From an optimization exercise on the open Yosys and OpenROAD flow, aimed at small area, a short achievable clock period and few clock cycles; shortcuts taken in it are not production practice.
The RTL was checked by simulation tests, not by an equivalence proof against the original design.
Power figures rest on the tool's default switching activity, not on a simulated workload.

==> flow/design.v <==
`timescale 1ns/1ps
module alu (
input  [31:0] a,
input  [31:0] b,
input         sub,       
input         sel_add,   
input         sel_slt,
input         sel_xor,
input         sel_or,
input         sel_and,
input         sel_sh,    
input         sh_left,
input         sh_arith,
output [31:0] result,
output        eq_unused
);
wire [31:0] bx  = sub ? ~b : b;
wire [31:0] sum = a + bx + {31'b0, sub};
wire        lt  = (a[31] ^ b[31]) ? a[31] : sum[31];
wire [31:0] x   = a ^ b;
reg  [31:0] ain, sr, shout;
integer i;
always @(*) begin
	for (i = 0; i < 32; i = i + 1) ain[i] = sh_left ? a[31-i] : a[i];
	sr = $unsigned($signed({sh_arith & a[31], ain}) >>> b[4:0]);
	for (i = 0; i < 32; i = i + 1) shout[i] = sh_left ? sr[31-i] : sr[i];
end
assign result = ({32{sel_add}} & sum)
              | ({32{sel_slt}} & {31'b0, lt})
              | ({32{sel_xor}} & x)
              | ({32{sel_or}}  & (a | b))
              | ({32{sel_and}} & (a & b))
              | ({32{sel_sh}}  & shout);
assign eq_unused = ~|x;
endmodule
`timescale 1ns/1ps
module regfile(
input clk,
input [4:0] readReg1, readReg2, writeReg,
input [31:0] writeData,
input  write,
output reg [31:0] readData1, readData2
);
reg [31:0] Registers [0:31];
always @(posedge clk)
	if (write) Registers[writeReg] <= writeData;
reg [31:0] sel1, sel2;
integer r;
always @(*) begin
	readData1 = 32'b0;
	readData2 = 32'b0;
	for (r = 0; r < 32; r = r + 1) begin
		sel1[r] = (readReg1 == r);
		sel2[r] = (readReg2 == r);
		readData1 = readData1 | ({32{sel1[r]}} & Registers[r]);
		readData2 = readData2 | ({32{sel2[r]}} & Registers[r]);
	end
end
endmodule
`timescale 1ns/1ps
module datapath
#(	parameter [31:0] INITIAL_PC = 32'h00400000
)
(
input clk, rst,
input [31:0] instr, dReadData,
output reg [31:0] PC,
output reg MemRead, MemWrite,
output reg [31:0] dAddress, dWriteData
);
reg        iv;           
reg [31:0] ir;
reg        dv;           
reg [31:0] ea, eb;
reg [13:0] eimm;
reg [31:0] etgt;         
reg [4:0]  erd;
reg        ewe, eld, est, ebr, euimm;
reg        esub, esel_add, esel_slt, esel_xor, esel_or, esel_and, esel_sh, esh_left, esh_arith;
reg [31:0] m1res;       
reg [4:0]  m1rd, m2rd;
reg        m1we, m1ld, m2we, m2ld;
reg [31:0] m2res;
wire [6:0] op  = ir[6:0];
wire [2:0] f3  = ir[14:12];
wire [4:0] rs1 = ir[19:15];
wire [4:0] rs2 = ir[24:20];
wire [4:0] rd  = ir[11:7];
wire isR  = (op == 7'b0110011);
wire isI  = (op == 7'b0010011);
wire isLW = (op == 7'b0000011);
wire isSW = (op == 7'b0100011);
wire isBR = (op == 7'b1100011);
wire isA  = isR | isI;
wire d_we  = isA | isLW;
wire d_rs2 = isR | isSW | isBR;
wire [12:0] immb = {ir[31], ir[7], ir[30:25], ir[11:8], 1'b0};
wire [13:0] d_imm = isSW ? {{2{ir[31]}}, ir[31:25], ir[11:7]}
                  :        {{2{ir[31]}}, ir[31:20]};
wire [31:0] wdata = m2ld ? dReadData : m2res;
wire [31:0] rd1, rd2;
regfile regfile1 (.clk(clk), .readReg1(rs1), .readReg2(rs2), .writeReg(m2rd),
		  .writeData(wdata), .write(m2we), .readData1(rd1), .readData2(rd2));
wire [31:0] d_a = (m1we && m1rd == rs1) ? m1res : (m2we && m2rd == rs1) ? wdata : rd1;
wire [31:0] d_b = (m1we && m1rd == rs2) ? m1res : (m2we && m2rd == rs2) ? wdata : rd2;
wire hz = dv & ((eld  & (erd  == rs1 || (d_rs2 && erd  == rs2)))
              | (m1ld & (m1rd == rs1 || (d_rs2 && m1rd == rs2))));
wire [31:0] a   = ea;
wire [31:0] b   = eb;
wire [31:0] op2 = euimm ? {{18{eimm[13]}}, eimm} : b;
wire [31:0] result;
alu alu1 (.a(a), .b(op2), .sub(esub), .sel_add(esel_add), .sel_slt(esel_slt),
	  .sel_xor(esel_xor), .sel_or(esel_or), .sel_and(esel_and), .sel_sh(esel_sh),
	  .sh_left(esh_left), .sh_arith(esh_arith), .result(result), .eq_unused());
wire jmp      = dv & isBR & (rs1 == rs2);
wire [13:0] jmp_off = {immb[12], immb} - 14'd8;
wire taken    = ebr & (a == b);
wire redirect = taken | hz | jmp;
wire d_go     = dv & ~redirect;
wire [31:0] d_tgt   = PC + {{18{jmp_off[13]}}, jmp_off};
wire [31:0] pc_seq  = hz ? PC - 32'd8 : jmp ? d_tgt : PC + 32'd4;
wire fwa = ewe && erd == rs1;
wire fwb = ewe && erd == rs2;
always @(posedge clk) begin
	if (rst) PC <= INITIAL_PC;
	else     PC <= taken ? etgt : pc_seq;
	iv <= ~rst & ~redirect;
	dv <= ~rst & iv & ~redirect;
	ir <= instr;
	ewe  <= ~rst & d_go & d_we;
	eld  <= ~rst & d_go & isLW;
	est  <= ~rst & d_go & isSW;
	ebr  <= ~rst & d_go & isBR;
	euimm <= isI | isLW | isSW;
	esub     <= isR & ((f3 == 3'b000 & ir[30]) | f3 == 3'b010) | isI & f3 == 3'b010;
	esel_add <= isA & f3 == 3'b000 | isLW | isSW;
	esel_slt <= isA & f3 == 3'b010;
	esel_xor <= isA & f3 == 3'b100;
	esel_or  <= isA & f3 == 3'b110;
	esel_and <= isA & f3 == 3'b111;
	esel_sh  <= isA & f3[1:0] == 2'b01;
	esh_left <= ~f3[2];
	esh_arith <= ir[30];
	eimm <= d_imm;
	etgt <= d_tgt;
	erd  <= rd;
	ea   <= fwa ? result : d_a;
	eb   <= fwb ? result : d_b;
	dAddress   <= result;
	m1res      <= result;
	dWriteData <= b;
	MemRead    <= ~rst & eld;
	MemWrite   <= ~rst & est;
	m1we <= ~rst & ewe;
	m1ld <= ~rst & eld;
	m1rd <= erd;
	m2we  <= ~rst & m1we;
	m2ld  <= m1ld;
	m2rd  <= m1rd;
	m2res <= m1res;
end
endmodule
`timescale 1ns/1ps
module multicycle
#(	parameter [31:0] INITIAL_PC = 32'h00400000
)
(
input clk, rst,
input [31:0] instr, dReadData,
output MemRead, MemWrite,
output [31:0] PC, dAddress, dWriteData
);
datapath #(INITIAL_PC) datapath1 (.clk(clk), .rst(rst), .instr(instr), .dReadData(dReadData),
	.PC(PC), .MemRead(MemRead), .MemWrite(MemWrite), .dAddress(dAddress), .dWriteData(dWriteData));
endmodule
==> flow/run.sh <==
#!/bin/bash
# synth_recipe.tcl (not shown) runs the flow's synth.tcl, then flattens the netlist and writes it again
# the make line also repeats each setting of config.mk as NAME=value (left out here)
make -C /OpenROAD-flow-scripts/flow DESIGN_CONFIG=/design/flow/config.mk WORK_HOME=/design/flow/orfs CLKGATE_MAP_FILE= SYNTH_SCRIPT=/design/flow/synth_recipe.tcl finish
==> flow/config.mk <==
export PLATFORM = sky130hd
export DESIGN_NAME = multicycle
export DESIGN_NICKNAME = multicycle
export VERILOG_FILES = /design/flow/design.v
export SDC_FILE = /design/flow/constraint.sdc
export NUM_CORES = 4
export LEC_CHECK = 0
export CAP_MARGIN = 20
export CORE_MARGIN = 2
export CORE_UTILIZATION = 40
export PLACE_DENSITY = 0.6
export SLEW_MARGIN = 20
==> flow/constraint.sdc <==
create_clock -name core_clock -period 20.0 [get_ports {clk}]
set_input_delay 4.0000 -clock core_clock [delete_from_list [all_inputs] [get_ports {clk}]]
set_output_delay 4.0000 -clock core_clock [all_outputs]
set_load 0.01 [all_outputs]
==> results.yml, run 1 <==
cts:
  ctsResizeCount: 0
  cts_buffer_depth: 3
  cts_sinks: 1327
  cts_buffers: 137
  clk-insertion-delay-late_ns: 0.81
  clkTransAtPathRegs_ns: 0.05
  tritoncts: "built"
  htree_levels: 4
  root_buffer: "clkbuf_16"
  cts_setup_buffers: 0
  holdBufCountCts: 0
floorplanning:
  die_x_um: 401
  fp.coreArea_um2: 156000
  fp-row-count: 145
  dieArea_um2: 161000
  start_util_pct: 40.3
  die-height_um: 401
  pin_count: 164
min_path:
  min_path_type: "flop to flop"
  min_to: "datapath1.etgt[0]"
  hold_depth: 0
  holdCritStartpoint: "datapath1.PC[0]"
timing:
  relSlewSlack_pct: 12.9
  fmax_ghz: 0.165
  worst_pin_slew_ns: 1.30
  holdWs_ns: 0.370
  setup_violations: 0
  fin_tns_setup_ns: 0
  final_hold_viol_count: 0
  skew_ns: 0.0364
  timing.final.crit_share_pct: 30.3
  drv_slew: 0
  fin_crit_ns: 6.05
  rsz0062_at_grt: "no"
drt:
  first_pass_iters: 9
  final_antenna_net_count: 0
  totalWireLength_um: 307000
  wire_per_inst_um: 40.1
  drt_iter0_drc: 10492
  route.detailed.drc: 0
  avgViaCountPerCell: 7.19
  via_count: 55035
setup_path:
  critPathLaunchType: "flop"
  crit_chain: "clkdlybuf4s50_1"
  path_buf_inv: 1
  cp_slowest_cell: "dfxtp_1"
  regToRegSetupSlack_ns: 15.04
  arrival_ns: 2.05
  reg2regPathDepth: 15
  path_delay_family: "flip-flops"
  r2r-end: "datapath1.PC[30]"
  cp-end-kind: "primary output"
  rr_startpoint: "datapath1.ir[10]"
  critPathKind: "flop to primary output"
  worstPathMaxFanout: 11
  cp.required_ns: 16.00
  slowest_delay_ns: 0.63
global_routing:
  grt_pass1_vias: 51295
  grt_first_pass_wirelength_um: 415000
  grt_max_degree: 51
  antenna_found_initial: 23
  grt_overflow: 0
  grtUsageTotal_pct: 36.8
yosys:
  ys_ff_latch: 1327
  synth_edf_count: 1024
  ys_types: 98
  ys_warn_count: 3
  yosysTopAreaCell: "edfxtp_1"
  synth_area_leaders: "edfxtp_1, a22oi_1, dfxtp_1"
  synth_area_per_cell_um2: 11.8
  netlist.area_leader.share_pct: 48.7
  seq_area_frac_synth_pct: 58.3
  synth_fp_nets: 5555
  ys.flop_type: "edfxtp_1"
  synth_area_um2: 63100
  synthCells: 5359
  ys_async_sr_fraction_pct: 0
  synth_most_common_cell: "a22oi_1"
  yosys-top-cells-count: "a22oi_1, edfxtp_1, nand2_1"
power_and_ir_drop:
  vdd_ir_drop_max_mv: 0.0835
  p_leak_nw: 25.6
  switchingPower_w: 0.00176
  power.share.switching_pct: 27.0
  clkPwrFrac_pct: 39.9
  pwr-share-seq_pct: 47.4
  comb_power_share_pct: 12.7
  power_density_nw_per_um2: 89.8
  internal-power_w: 0.00474
final_layout:
  n_fill_cell: 14034
  layout.nets: 5671
  final_core_utilization_pct: 46.3
  drive_gt1_share_pct: 10.6
  design_area_um2: 72400
  areaGrowthSynthToFinish_pct: 14.7
flow_run:
  max_cap_viol_count: 0
place:
  dp_hpwl_um: 175000
  portBuffers: 163
  gp_congestion: 0.978
  post_dp_cell_area_um2: 67900
run_status:
  status: "finished clean"
worst max path at each step:
stage,startpoint,endpoint,slack (ns),depth (start not counted)
6_report,datapath1.PC[16],PC[16],13.95,1
2_1_floorplan,dReadData[2],datapath1.ea[2],14.91,6
5_1_grt,datapath1.PC[16],PC[16],13.91,1
3_3_place_gp,dReadData[7],datapath1.regfile1.Registers[27][7],13.52,3
3_5_place_dp,dReadData[7],datapath1.regfile1.Registers[20][7],13.51,3
4_1_cts,datapath1.PC[16],PC[16],13.93,1
cell type report:
type	count	area (um^2)	area share (%)
inverter	158	593	0.819
clock buffer	182	3760	5.20
clock inverter	62	678	0.937
timing repair buffer	320	2830	3.91
antenna	15	37.5	0.0519
sequential	1327	36800	50.9
tap	2058	2570	3.56
multi-input combinational	3531	25100	34.6
metal layers:
layer / vias to the layer above / share of wire [%] / GRT usage (%)
li1: 21281 / - / -
met1: 26505 / 34 / 44.0
met2: 5514 / 41 / 52.9
met3: 1711 / 16 / 16.1
met4: 24 / 9.0 / 25.7
met5: - / 0.066 / 0.387
stage by stage:
stage                     worst slack (ns)  total power (W)  cells
after floorplan                      14.91          0.00359   5359
after global placement               13.52          0.00392   7393
after detailed placement             13.51          0.00392   7393
after CTS                            13.93          0.00645   7637
after global routing                 13.91          0.00664   7639
final                                13.95          0.00650   7653
worst reg2reg max path, cell delays in order, from the launching register on:
cell	delay, ns
dfxtp_1	0.50
inv_1	0.16
ha_1	0.26
and3_1	0.19
a21oi_1	0.44
inv_1	0.49
ha_1	0.55
and4_1	0.27
nand2_1	0.07
nor4_1	0.26
a32oi_1	0.16
a31o_2	0.34
o21a_1	0.24
o311ai_1	0.39
mux2_2	0.39
a31oi_1	0.17
cell families (layout without fill, tap and decap cells):
kind of cell | after synthesis | in the layout | share of synthesized area (%)
AO/OA/AOI/OAI | 1658 | 1658 | 18.8
flip-flops | 1327 | 1327 | 58.3
AND/OR/NAND/NOR | 1318 | 1318 | 9.98
buffers and inverters | 501 | 722 | 3.15
multiplexers | 251 | 251 | 4.71
XOR/XNOR | 174 | 174 | 2.42
adder cells (fa/ha/maj) | 130 | 130 | 2.60
other | 0 | 15 | 0
power groups by stage:
stage          sequential, W  combinational (W)  clock, W
2_1_floorplan        0.00309           0.000495         0
3_3_place_gp         0.00314           0.000780         0
3_5_place_dp         0.00314           0.000784         0
4_1_cts              0.00308           0.000788   0.00259
5_1_grt              0.00308           0.000867   0.00269
6_report             0.00308           0.000826   0.00260
sequential cells by signal (all words and copies together) (netlist names), 5 cells and up:
signal	flops
datapath1.m2res	32
datapath1.eimm	12
datapath1.etgt	32
datapath1.ir	32
datapath1.regfile1.Registers	1024
datapath1.dWriteData	32
datapath1.m1rd	5
datapath1.dAddress	32
datapath1.erd	5
datapath1.ea	32
datapath1.m2rd	5
datapath1.PC	32
datapath1.eb	32
placed cells by master, fill, tap and decap left out, types with 118 or more instances in the layout:
master / instances
a21oi_1: 194
a22oi_1: 1037
buf_4: 156
clkbuf_16: 142
clkdlybuf4s50_1: 163
dfxtp_1: 299
edfxtp_1: 1024
ha_1: 128
inv_1: 154
mux2i_1: 173
nand2_1: 461
nand4_1: 152
nor2_1: 176
nor3_1: 127
o21ai_0: 124
xnor2_1: 118
Testbench counts, summed over its fixed seeds: cycles 14,924.
==> inputs of run 2 (changes only) <==
==> flow/flow/run.sh (new file) <==
#!/bin/bash
set -euo pipefail
work=$(pwd)
export POST_GLOBAL_PLACE_TCL=$work/flow/io_buffers.tcl
bash standard.sh synth > "$work/flow_synth.log" 2>&1
bash standard.sh finish > "$work/flow_layout.log" 2>&1
==> flow/flow/io_buffers.tcl (new file) <==
# Sourced after global placement (POST_GLOBAL_PLACE_TCL). Swap each port
# buffer for a plain buffer: buf_4 on inputs, buf_2 on outputs.
set nswap 0
foreach inst [[ord::get_db_block] getInsts] {
  if { [[$inst getMaster] getName] ne "sky130_fd_sc_hd__clkdlybuf4s50_1" } { continue }
  set to ""
  foreach it [$inst getITerms] {
    set net [$it getNet]
    if { $net eq "NULL" || [llength [$net getBTerms]] == 0 } { continue }
    if { [$it isInputSignal] } { set to sky130_fd_sc_hd__buf_4 } else { set to sky130_fd_sc_hd__buf_2 }
  }
  if { $to ne "" } {
    replace_cell [$inst getName] $to
    incr nswap
  }
}
puts "io_buffers: swapped $nswap port buffers"
==> flow/standard.sh (new file) <==
#!/bin/bash
# synth_recipe.tcl (not shown) runs the flow's synth.tcl, then flattens the netlist and writes it again
# the make line also repeats each setting of config.mk as NAME=value (left out here)
make -C /OpenROAD-flow-scripts/flow DESIGN_CONFIG=/design/flow/config.mk WORK_HOME=/design/flow/orfs CLKGATE_MAP_FILE= SYNTH_SCRIPT=/design/flow/synth_recipe.tcl "${@:-finish}"
removed: flow/run.sh
==> run 2 against run 1 <==
  * Global-route usage barely moved
  * Worst hold slack barely moved
  * Non-clock buffer count rose by 1
  * Count of clock-buffer cells in the layout fell by 1
  * Final area fell by 0.81%
  * Clock skew rose by 0.0031 ns
  * Still clean
  * Die area did not move
  * Highest routed layer unchanged
  * Largest cell class unchanged
  * Cell count rose by 0.12%
  * Critical path type unchanged
  * Flip-flop and latch count did not move
  * Combinational power fell by 2%
  * Maximum frequency rose by 7.5%
  * Total power barely moved
==> results.yml, run 2 <==
global_routing:
  grt_max_degree: 51
  grtUsageTotal_pct: 36.8
  use_met3_pct: 15.6
  grt_overflow: 0
  antenna_found_initial: 20
  grt_pass1_vias: 50906
  grt.met1_usage_pct: 44.5
  top_usage_layer: "met2"
  grt_first_pass_wirelength_um: 415000
  grtUsageMet2_pct: 52.8
place:
  portBuffers: 163
  dp_hpwl_um: 175000
  post_dp_cell_area_um2: 67200
timing:
  fin_crit_ns: 5.63
  setup_violations: 0
  final_hold_viol_count: 0
  fin_tns_setup_ns: 0
  timing.final.crit_share_pct: 28.2
  rsz0062_at_grt: "no"
  fmax_ghz: 0.178
  worst_pin_slew_ns: 1.30
  relSlewSlack_pct: 11.0
  drv_slew: 0
  skew_ns: 0.0395
setup_path:
  critPathKind: "flop to primary output"
  slowest_delay_ns: 0.62
  crit_chain: "buf_2"
  arrival_ns: 1.63
  cp-end-kind: "primary output"
  path_delay_family: "flip-flops"
  critPathLaunchType: "flop"
  cp_slowest_cell: "dfxtp_1"
  path_buf_inv: 1
  cp.required_ns: 16.00
  worstPathMaxFanout: 11
cts:
  cts_setup_buffers: 0
  clk-insertion-delay-late_ns: 0.82
  clkTransAtPathRegs_ns: 0.05
  cts_buffer_depth: 3
  tritoncts: "built"
  holdBufCountCts: 0
  ctsResizeCount: 0
  root_buffer: "clkbuf_16"
  cts_sinks: 1327
  cts_buffers: 137
  htree_levels: 4
yosys:
  synth_most_common_cell: "a22oi_1"
  ys_async_sr_fraction_pct: 0
  seq_area_frac_synth_pct: 58.3
  synth_edf_count: 1024
  ys_types: 98
  ys.flop_type: "edfxtp_1"
  synth_fp_nets: 5555
  synth_area_leaders: "edfxtp_1, a22oi_1, dfxtp_1"
  yosysTopAreaCell: "edfxtp_1"
  netlist.area_leader.share_pct: 48.7
  yosys-top-cells-count: "a22oi_1, edfxtp_1, nand2_1"
  ys_ff_latch: 1327
  synth_area_per_cell_um2: 11.8
  synth_area_um2: 63100
  ys_warn_count: 3
  synthCells: 5359
drt:
  drt_iter0_drc: 10090
  via_count: 54937
  route.detailed.drc: 0
  totalWireLength_um: 307000
  first_pass_iters: 9
  final_antenna_net_count: 0
  avgViaCountPerCell: 7.17
  wire_per_inst_um: 40.1
power_and_ir_drop:
  power.share.switching_pct: 27.3
  vdd_ir_drop_max_mv: 0.0980
  p_leak_nw: 25.8
  internal-power_w: 0.00473
  comb_power_share_pct: 12.4
  switchingPower_w: 0.00177
  power_density_nw_per_um2: 90.6
  pwr-share-seq_pct: 47.4
  clkPwrFrac_pct: 40.2
flow_run:
  max_cap_viol_count: 0
floorplanning:
  pin_count: 164
  die-height_um: 401
  fp.coreArea_um2: 156000
  dieArea_um2: 161000
  die_x_um: 401
  fp-row-count: 145
  start_util_pct: 40.3
final_layout:
  layout.nets: 5672
  largest_register_ff_count: 1024
  design_area_um2: 71800
  regMostFlops: "datapath1.regfile1.Registers"
  areaGrowthSynthToFinish_pct: 13.8
  final_cell_mix: "a22oi_1, edfxtp_1, nand2_1, dfxtp_1, buf_4"
  final_common_cell: "a22oi_1"
  drive_gt1_share_pct: 13.5
min_path:
  min_path_type: "flop to flop"
run_status:
  status: "finished clean"
[run 2: cell counts after synthesis]
Identical to the previous run, type by type.
[run 2: final timing paths]
check	from	end	slack, ns	depth (start not counted)
worst max-delay path	datapath1.PC[16]	PC[16]	14.37	1
worst min-delay path	datapath1.PC[0]	datapath1.etgt[0]	0.37	0
worst max register to register	datapath1.ir[10]	datapath1.PC[30]	15.08	15
worst min register to register	datapath1.PC[0]	datapath1.etgt[0]	0.37	0
[run 2: power groups by stage]
stage	Sequential [W]	Clock, W	Combinational (W)
floorplan	0.00309	0	0.000495
global placement	0.00314	0	0.000780
detailed placement	0.00314	0	0.000768
CTS	0.00308	0.00260	0.000771
global route	0.00308	0.00271	0.000848
finish	0.00308	0.00261	0.000809
[run 2: area by class of cell]
class / instances / area, um^2
clock buffer: 181 / 3840
sequential: 1327 / 36800
antenna: 17 / 42.5
tap: 2058 / 2570
timing repair buffer: 321 / 2190
fill: 14103 / 84600
clock inverter: 69 / 648
inverter: 158 / 593
multi-input combinational: 3531 / 25100
[run 2: logic make-up after synthesis]
group	count (synthesis)	share of synthesized area [%]
compound gates	1658	18.8
xor+xnor	174	2.42
fa+ha+maj	130	2.60
buf+inv	501	3.15
flops	1327	58.3
mux	251	4.71
simple gates	1318	9.98
[run 2: per-layer routing]
metal  vias up  wire [um]
met2      5472     125000
met1     26455     104000
met4        36      27900
met5         -        454
met3      1686      50000
li1      21288          -
[run 2: per-stage QoR]
| step | total power, W | utilization (%) | instances | setup WS [ns] | hold slack, ns |
|---|---|---|---|---|---|
| floorplan | 0.00359 | - | 5359 | 14.91 | 0.350 |
| global placement | 0.00392 | 43.4 | 7393 | 13.52 | 0.364 |
| detailed placement | 0.00390 | 43.0 | 7393 | 13.87 | 0.367 |
| CTS | 0.00645 | 45.8 | 7643 | 14.35 | 0.375 |
| global route | 0.00664 | 45.9 | 7647 | 14.33 | 0.377 |
| finish | 0.00650 | 45.9 | 7662 | 14.37 | 0.370 |
==> inputs of run 3 (changes only) <==
--- a/flow/design.v
+++ b/flow/design.v
@@ -15,7 +15,8 @@
 output        eq_unused
 );
 wire [31:0] bx  = sub ? ~b : b;
-wire [31:0] sum = a + bx + {31'b0, sub};
+wire [31:0] sum;
+add32 add (.a(a), .b(bx), .cin(sub), .s(sum));
 wire        lt  = (a[31] ^ b[31]) ? a[31] : sum[31];
 wire [31:0] x   = a ^ b;
 reg  [31:0] ain, sr, shout;
@@ -32,6 +33,35 @@
               | ({32{sel_and}} & (a & b))
               | ({32{sel_sh}}  & shout);
 assign eq_unused = ~|x;
+endmodule
+module add32 (
+input  [31:0] a,
+input  [31:0] b,
+input         cin,
+output [31:0] s
+);
+wire [31:0] g0 = a & b;
+wire [31:0] p0 = a ^ b;
+reg  [31:0] g, p;
+reg  [31:0] c;		 
+integer i, d;
+always @(*) begin
+	g = g0;
+	p = p0;
+	for (d = 1; d < 32; d = d * 2)
+		for (i = 2*d-1; i < 32; i = i + 2*d) begin
+			g[i] = g[i] | (p[i] & g[i-d]);
+			p[i] = p[i] & p[i-d];
+		end
+	for (d = 8; d >= 1; d = d / 2)
+		for (i = 3*d-1; i < 32; i = i + 2*d) begin
+			g[i] = g[i] | (p[i] & g[i-d]);
+			p[i] = p[i] & p[i-d];
+		end
+	c[0] = cin;
+	for (i = 1; i < 32; i = i + 1) c[i] = g[i-1] | (p[i-1] & cin);
+end
+assign s = p0 ^ c;
 endmodule
 `timescale 1ns/1ps
 module regfile(
@@ -73,7 +103,7 @@
 reg        dv;           
 reg [31:0] ea, eb;
 reg [13:0] eimm;
-reg [31:0] etgt;         
+reg        brp;          
 reg [4:0]  erd;
 reg        ewe, eld, est, ebr, euimm;
 reg        esub, esel_add, esel_slt, esel_xor, esel_or, esel_and, esel_sh, esh_left, esh_arith;
@@ -95,7 +125,8 @@
 wire d_we  = isA | isLW;
 wire d_rs2 = isR | isSW | isBR;
 wire [12:0] immb = {ir[31], ir[7], ir[30:25], ir[11:8], 1'b0};
-wire [13:0] d_imm = isSW ? {{2{ir[31]}}, ir[31:25], ir[11:7]}
+wire [13:0] d_imm = isBR ? ({immb[12], immb} - 14'd12)
+                  : isSW ? {{2{ir[31]}}, ir[31:25], ir[11:7]}
                   :        {{2{ir[31]}}, ir[31:20]};
 wire [31:0] wdata = m2ld ? dReadData : m2res;
 wire [31:0] rd1, rd2;
@@ -115,15 +146,16 @@
 wire jmp      = dv & isBR & (rs1 == rs2);
 wire [13:0] jmp_off = {immb[12], immb} - 14'd8;
 wire taken    = ebr & (a == b);
-wire redirect = taken | hz | jmp;
+wire redirect = taken | brp | hz | jmp;
 wire d_go     = dv & ~redirect;
-wire [31:0] d_tgt   = PC + {{18{jmp_off[13]}}, jmp_off};
-wire [31:0] pc_seq  = hz ? PC - 32'd8 : jmp ? d_tgt : PC + 32'd4;
+wire [13:0] pc_off = brp ? eimm : hz ? -14'd8 : jmp ? jmp_off : 14'd4;
+wire [31:0] pc_nx  = PC + {{18{pc_off[13]}}, pc_off};
 wire fwa = ewe && erd == rs1;
 wire fwb = ewe && erd == rs2;
 always @(posedge clk) begin
 	if (rst) PC <= INITIAL_PC;
-	else     PC <= taken ? etgt : pc_seq;
+	else if (!taken) PC <= pc_nx;
+	brp <= ~rst & taken;
 	iv <= ~rst & ~redirect;
 	dv <= ~rst & iv & ~redirect;
 	ir <= instr;
@@ -141,8 +173,7 @@
 	esel_sh  <= isA & f3[1:0] == 2'b01;
 	esh_left <= ~f3[2];
 	esh_arith <= ir[30];
-	eimm <= d_imm;
-	etgt <= d_tgt;
+	if (!taken) eimm <= d_imm;
 	erd  <= rd;
 	ea   <= fwa ? result : d_a;
 	eb   <= fwb ? result : d_b;
==> flow/flow/run.sh (replaced) <==
#!/bin/bash
set -euo pipefail
work=$(pwd)
export POST_GLOBAL_PLACE_TCL=$work/flow/io_buffers.tcl
export SETUP_SLACK_MARGIN=14.6
bash standard.sh synth > "$work/flow_synth.log" 2>&1
bash standard.sh finish > "$work/flow_layout.log" 2>&1
==> run 3 against run 2 <==
  * Still clean on timing, DRC and antenna
  * Maximum frequency up 4.7%
  * Synthesized area fell by 4.8%
  * Combinational power down 13%
  * Cell count is 5.8% lower
  * First-iteration DRC count grew 9.5%
  * Global-route usage increased by 0.19 points
  * Die area shrank 4.7%
  * Non-clock buffer count shrank 19
  * Count of clock-buffer cells in the layout shrank 10
  * Final area is 3.9% lower
  * Critical path type unchanged
  * Critical endpoint is now dAddress[29]
  * Highest routed layer unchanged
==> results.yml, run 3 <==
setup_path:
  critPathLaunchType: "flop"
  startpoint: "datapath1.dAddress[29]"
  arrival_ns: 1.38
  crit_chain: "buf_2"
  cp-end-kind: "primary output"
  regToRegSetupSlack_ns: 14.83
  cp.required_ns: 16.00
  rr_startpoint: "datapath1.euimm"
  cp_slowest_cell: "dfxtp_2"
  slowest_delay_ns: 0.43
  worstPathMaxFanout: 4
  critPathKind: "flop to primary output"
  path_delay_family: "flip-flops"
  path_buf_inv: 1
cts:
  root_buffer: "clkbuf_16"
  tritoncts: "built"
  cts_buffer_depth: 3
  cts_sinks: 1299
  clkTransAtPathRegs_ns: 0.06
  clk-insertion-delay-late_ns: 0.81
  cts_buffers: 134
  holdBufCountCts: 0
  htree_levels: 4
floorplanning:
  fp-row-count: 142
  die-height_um: 392
  dieArea_um2: 153000
  pin_count: 164
  die_x_um: 392
  fp.coreArea_um2: 149000
  start_util_pct: 40.2
timing:
  fin_crit_ns: 5.38
  setup_violations: 0
  fin_tns_setup_ns: 0
  relSlewSlack_pct: 14.8
  timing.final.crit_share_pct: 26.9
  final_hold_viol_count: 0
  fmax_ghz: 0.186
  drv_slew: 0
  worst_pin_slew_ns: 1.28
  holdWs_ns: 0.373
  skew_ns: 0.0356
  rsz0062_at_grt: "yes"
power_and_ir_drop:
  pwr-share-seq_pct: 47.3
  vdd_ir_drop_max_mv: 0.0974
  clkPwrFrac_pct: 41.7
  p_leak_nw: 24.0
  power_density_nw_per_um2: 92.9
  switchingPower_w: 0.00167
  power_w: 0.00641
  comb_power_share_pct: 11.0
  internal-power_w: 0.00474
  power.share.switching_pct: 26.1
yosys:
  netlist.area_leader.share_pct: 51.9
  synth_fp_nets: 5162
  synthCells: 4966
  yosysTopAreaCell: "edfxtp_1"
  yosys-top-cells-count: "edfxtp_1, a22oi_1, nand2_1"
  synth_area_leaders: "edfxtp_1, a22oi_1, dfxtp_1"
  ys_async_sr_fraction_pct: 0
  synth_area_um2: 60100
  seq_area_frac_synth_pct: 60.6
  synth_edf_count: 1038
  ys_types: 72
  synth_most_common_cell: "edfxtp_1"
  synth_area_per_cell_um2: 12.1
  ys.flop_type: "edfxtp_1"
  ys_ff_latch: 1299
  ys_warn_count: 4
final_layout:
  regMostFlops: "datapath1.regfile1.Registers"
  layout.nets: 5275
  regArea_um2: 36400
  n_fill_cell: 13458
  multi_input_area_um2: 22600
  areaGrowthSynthToFinish_pct: 14.8
  drive_gt1_share_pct: 14.3
  fin_cells: 7219
  final_cell_mix: "edfxtp_1, a22oi_1, nand2_1, dfxtp_1, buf_4"
  final_common_cell: "edfxtp_1"
  largest_register_ff_count: 1024
global_routing:
  grt.met1_usage_pct: 43.5
  grtUsageMet2_pct: 52.7
  antenna_found_initial: 14
  grtUsageTotal_pct: 37.0
  grt_pass1_vias: 48166
  top_usage_layer: "met2"
  use_met3_pct: 17.1
  grt_first_pass_wirelength_um: 391000
  grt_overflow: 0
  grt_max_degree: 63
flow_run:
  max_cap_viol_count: 0
min_path:
  holdCritStartpoint: "datapath1.MemRead"
  min_path_type: "flop to flop"
run_status:
  status: "finished clean"
drt:
  final_antenna_net_count: 0
  first_pass_iters: 10
  drt_iter0_drc: 11052
  route.detailed.drc: 0
  wire_per_inst_um: 40.4
  avgViaCountPerCell: 7.23
  via_count: 52225
  totalWireLength_um: 291000
place:
  dp_hpwl_um: 158000
  place_inst: 6953
  portBuffers: 163
run 3: power groups by stage:
stage	clock network [W]	registers, W	logic (W)
floorplan	0	0.00303	0.000438
global placement	0	0.00308	0.000676
detailed placement	0	0.00308	0.000666
CTS	0.00267	0.00302	0.000669
global route	0.00277	0.00303	0.000739
finish	0.00267	0.00303	0.000702
run 3: worst paths after layout:
check | endpoint | depth (start not counted)
worst max register to register | datapath1.ea[0] | 15
worst min-delay path | datapath1.m2ld | 0
worst min register to register | datapath1.m2ld | 0
worst max-delay path | dAddress[29] | 1
run 3: cell families after synthesis:
group / Yosys count / synth area share [%]
compound gates: 1594 / 18.7
xor+xnor: 168 / 2.45
mux: 170 / 3.58
flops: 1299 / 60.6
buf+inv: 495 / 3.15
fa+ha+maj: 130 / 2.72
simple gates: 1110 / 8.83
run 3: final cells by class:
cell class                 instances  share of cell area, %
timing repair inverter             1                0.00726
antenna                           12                 0.0435
clock buffer                     171                   5.50
tap                             2016                   3.66
multi-input combinational       3172                   32.8
inverter                         169                  0.931
timing repair buffer             302                   2.98
clock inverter                    77                   1.25
sequential                      1299                   52.9
run 3: repair_timing:
item                                    4_1_cts  5_1_grt
endpoints found under the setup margin       29       14
gates resized for setup                      31       15
buffers inserted                              3        1
cloned                                        0        1
run 3: per-stage QoR:
stage	cell area (um^2)	util [%]	setup slack [ns]
after floorplan	60100	-	15.00
after global placement	64800	43.3	13.74
after detailed placement	64100	42.9	14.04
after CTS	68900	46.1	14.61
after global routing	68900	46.1	14.53
final	69000	46.1	14.62
run 3: routing by layer:
layer  vias up  share of wire [%]
met4        23                9.9
li1      19786                  -
met5         -               0.17
met1     24896                 32
met2      5674                 40
met3      1846                 18
Testbench counts of run 3, summed over its fixed seeds: cycles 14,956.

[what the ideal ports hide]
In the flow no input, the clock included, has a driving cell. The finished layouts below were timed again as built, in two steps. Step 1 sets driving cells, clkbuf_16 on the clock port and buf_2 on the other inputs (assumed; they add their load-dependent delay and slew). Step 2 adds t to the input delays and takes it off the output delays; t is the mean of the earliest and latest rising clock arrival at the registers after step 1. Input paths then give back, and output paths get back, about the clock's delay inside the block. a / b / c = ideal / step 1 / step 2; a / b = the first two.
run | t, ns | setup WS [ns] | worst hold slack (ns) | worst setup path after step 2 | clock arrival spread, ns
run 1 | 0.881 | 13.946 / 13.865 / 13.272 | 0.370 / 0.370 / 0.370 | input to register | 0.042 / 0.043
run 2 | 0.883 | 14.367 / 14.285 / 13.574 | 0.370 / 0.370 / 0.370 | input to register | 0.040 / 0.041
run 3 | 0.869 | 14.619 / 14.540 / 13.845 | 0.373 / 0.373 / 0.373 | input to register | 0.040 / 0.039
After both steps setup and hold are still met in every run listed. The setup slack of run 2, which loses most, moves by -0.082 ns with the drivers and by -0.793 ns with both steps.
